What follows belongs to an exercise in optimizing a design on an open flow for small area; a production flow would make more cautious choices. In this exercise RTL edits were held to simulation tests only and were not proved equivalent to the original. No driver is modelled on the clock port, so clock power and skew are understated where the tree is cut down; a real chip needs a root buffer or a tree. Power is estimated from default activity; no workload was simulated.

== raven ==
==> flow/design.v (excerpt) <==
module lcd_top(
    input clk,
    input nrst,
    input sw0,
    input btn0,
    input btn1,
    input btn2,
    input btn3,
    output [3:0] data,   
    output rs,
    output rw,
    output en   
);
For scale: roughly 30 flip-flops, roughly 2000 sq um of cells after synthesis.
==> flow/config.mk <==
export PLATFORM = sky130hd
export DESIGN_NAME = lcd_top
export DESIGN_NICKNAME = lcd_top
export VERILOG_FILES = /design/flow/design.v
export SDC_FILE = /design/flow/constraint.sdc
export NUM_CORES = 4
export LEC_CHECK = 0
export CAP_MARGIN = 20
export CORE_MARGIN = 2
export CORE_UTILIZATION = 40
export SLEW_MARGIN = 20
==> flow/constraint.sdc <==
create_clock -name core_clock -period 10.0 [get_ports {clk}]
set_input_delay 2.0000 -clock core_clock [delete_from_list [all_inputs] [get_ports {clk}]]
set_output_delay 2.0000 -clock core_clock [all_outputs]
set_load 0.01 [all_outputs]
standard.sh (not shown) runs the stock make flow with config.mk's settings and CLKGATE_MAP_FILE= SYNTH_SCRIPT=/design/flow/synth_recipe.tcl, a recipe that flattens the netlist after the stock synthesis.
==> flow/flow/run.sh <==
#!/bin/bash
# The standard layout (the standard.sh), with one change: Yosys's ABC
# mapping step uses an area-oriented script (flow/area.abc) instead of ORFS's
# speed script. Everything else, registers included, is the standard
# synthesis and flow.
set -euo pipefail
W=$PWD
{
  cat <<'TCL'
proc abc {args} {
  set i [lsearch -exact $args -script]
  if {$i >= 0} { lset args [expr {$i + 1}] $::env(AREA_ABC_SCRIPT) }
  yosys abc {*}$args
}
TCL
  cat "$W/synth_recipe.tcl"
} > "$W/area_synth.tcl"
sed -E "s#SYNTH_SCRIPT=[^ ]*synth_recipe\.tcl'?#SYNTH_SCRIPT=$W/area_synth.tcl#" "$W/standard.sh" > "$W/area_standard.sh"
grep -q "SYNTH_SCRIPT=$W/area_synth.tcl" "$W/area_standard.sh"
export AREA_ABC_SCRIPT="$W/flow/area.abc"
bash "$W/area_standard.sh" finish > "$W/flow.log" 2>&1
==> flow/flow/area.abc <==
strash
balance -l; resub -K 6 -l; rewrite -l; resub -K 6 -N 2 -l; refactor -l; resub -K 8 -l; balance -l; resub -K 8 -N 2 -l; rewrite -l; resub -K 10 -l; rewrite -z -l; resub -K 10 -N 2 -l; balance -l; resub -K 12 -l; refactor -z -l; resub -K 12 -N 2 -l; rewrite -z -l; balance -l
dch -f
amap -m
topo
raven did not stop at any stage, and its layout met the timing, DRC and antenna checks.
Here is what was changed in the inputs of delta compared with raven.
==> flow/run.sh (new file) <==
#!/bin/bash
# synth_recipe.tcl (not shown) runs the flow's synth.tcl, then flattens the netlist and writes it again
# the make line also repeats each setting of config.mk as NAME=value (left out here)
make -C /OpenROAD-flow-scripts/flow DESIGN_CONFIG=/design/flow/config.mk WORK_HOME=/design/flow/orfs CLKGATE_MAP_FILE= SYNTH_SCRIPT=/design/flow/synth_recipe.tcl finish
removed: flow/flow/run.sh
removed: flow/flow/area.abc
removed: flow/standard.sh
Results
Re share of cell area taken by flip-flops and latches: delta is 3.0 points down on raven. Diff raven -> delta: synthesized netlist net count went up; worst voltage drop across the vdd grid higher; growth of design area from synthesis to finish saw a decrease; slack of the critical path now sits higher; power decreased 0.81%. Compared with raven, delta shows a lower routed wire length on met3. Cmp raven and delta / proportion of power drawn by combinational gates / higher: raven. Comparing raven against delta, there is no change at all in count of input and output buffers.

========
Another version of the RTL of lcd_top (not shown whole).
For scale: roughly 220 cells after synthesis, about 30 flip-flops, ~14 I/O pins, roughly 1800 um^2 of cells after synthesis.
clock: 10.0 ns
lec_check: 0
cap_margin: 20
core_margin: 2
core_utilization: 40
slew_margin: 20
==> flow/flow/run.sh <==
#!/bin/bash
set -euo pipefail
W=$PWD
{
  cat <<'TCL'
proc abc {args} {
  set i [lsearch -exact $args -script]
  if {$i >= 0} { lset args [expr {$i + 1}] $::env(AREA_ABC_SCRIPT) }
  yosys abc {*}$args
}
TCL
  cat "$W/synth_recipe.tcl"
} > "$W/area_synth.tcl"
sed -E "s#SYNTH_SCRIPT=[^ ]*synth_recipe\.tcl'?#SYNTH_SCRIPT=$W/area_synth.tcl#" "$W/standard.sh" > "$W/area_standard.sh"
grep -q "SYNTH_SCRIPT=$W/area_synth.tcl" "$W/area_standard.sh"
export AREA_ABC_SCRIPT="$W/flow/area.abc"
bash "$W/area_standard.sh" \
  "BUFFER_PORTS_ARGS=-buffer_cell sky130_fd_sc_hd__buf_1" \
  "CTS_ARGS=-sink_clustering_enable -repair_clock_nets -dont_use_dummy_load -buf_list sky130_fd_sc_hd__clkbuf_4" \
  "POST_CTS_TCL=$W/flow/clock_leaves.tcl" \
  finish > "$W/flow.log" 2>&1
==> flow/flow/area.abc <==
strash
balance -l; resub -K 6 -l; rewrite -l; resub -K 6 -N 2 -l; refactor -l; resub -K 8 -l; balance -l; resub -K 8 -N 2 -l; rewrite -l; resub -K 10 -l; rewrite -z -l; resub -K 10 -N 2 -l; balance -l; resub -K 12 -l; refactor -z -l; resub -K 12 -N 2 -l; rewrite -z -l; balance -l
dch -f
amap -m
topo
==> flow/flow/clock_leaves.tcl <==
set block [ord::get_db_block]
set clk_net [$block findNet clk]
set root ""
foreach it [$clk_net getITerms] {
  if {[$it isInputSignal]} { set root [$it getInst] }
}
if {$root eq ""} { error "no root buffer on clk" }
set root_out [[$root findITerm X] getNet]
set leaves {}
foreach it [$root_out getITerms] {
  if {[$it getInst] ne $root} { lappend leaves $it }
}
if {[llength $leaves] > 4} { error "root buffer drives [llength $leaves] pins" }
foreach it $leaves {
  $it disconnect
  $it connect $clk_net
}
odb::dbInst_destroy $root
odb::dbNet_destroy $root_out
puts "clock port now drives [llength $leaves] leaf buffers directly"
Then changed:
--- a/flow/flow/run.sh
+++ b/flow/flow/run.sh
@@ -1,0 +2,7 @@
+# The standard layout (standard.sh) with three changes:
+#  - Yosys's ABC mapping step uses an area-oriented script (flow/area.abc)
+#    instead of ORFS's speed script; the rest of the synthesis, registers
+#    included, is the standard synthesis (synth_recipe.tcl);
+#  - ports are buffered with buf_1;
+#  - clock tree synthesis uses clkbuf_4 and no dummy loads.
+# make's output goes to flow.log; each step's log is under orfs/logs/.
@@ -20 +26,0 @@
-  "POST_CTS_TCL=$W/flow/clock_leaves.tcl" \
removed: flow/flow/clock_leaves.tcl
The new run passed the timing, DRC and antenna checks.
Worst setup slack loses 0.19 ns.
Via count rose by 0.97%.
Clock-buffer cell count is higher by 1.
Critical path depth does not change.
Sequential share of layout area decreases by 0.15 points.
Combinational power hardly moves.
Flip-flop and latch count stays the same.
Hold slack hardly moves.
Utilization climbs by 0.17 points.

## afterwards: timing with drivers on the ports
How much do the figures lean on ideal ports? The routed layouts below were timed once more, with nothing changed but the port constraints. Step 1 assumes that a clkbuf_16 drives the clock port and a buf_2 every other input. Step 2 moves the port delays by t, midway between the first and last clock arrival at a register: inputs arrive t later, outputs are due t later. That takes back most of the time a late clock gives input paths. Slacks: no drivers / after step 1 / after step 2; pairs: no drivers / after step 1.
| run | shift t [ns] | slack for setup (ns) | worst slew at a driven data input, ns |
|---|---|---|---|
| raven | 0.305 | 4.835 / 4.811 / 5.015 | 0.03 |
| delta | 0.309 | 5.146 / 5.115 / 5.425 | 0.03 |
| the first run of note 2 | 0.188 | 5.557 / 5.514 / 5.586 | 0.03 |
| the second run of note 2 | 0.343 | 5.371 / 5.345 / 5.555 | 0.03 |
After both steps setup and hold are still met in every run listed.
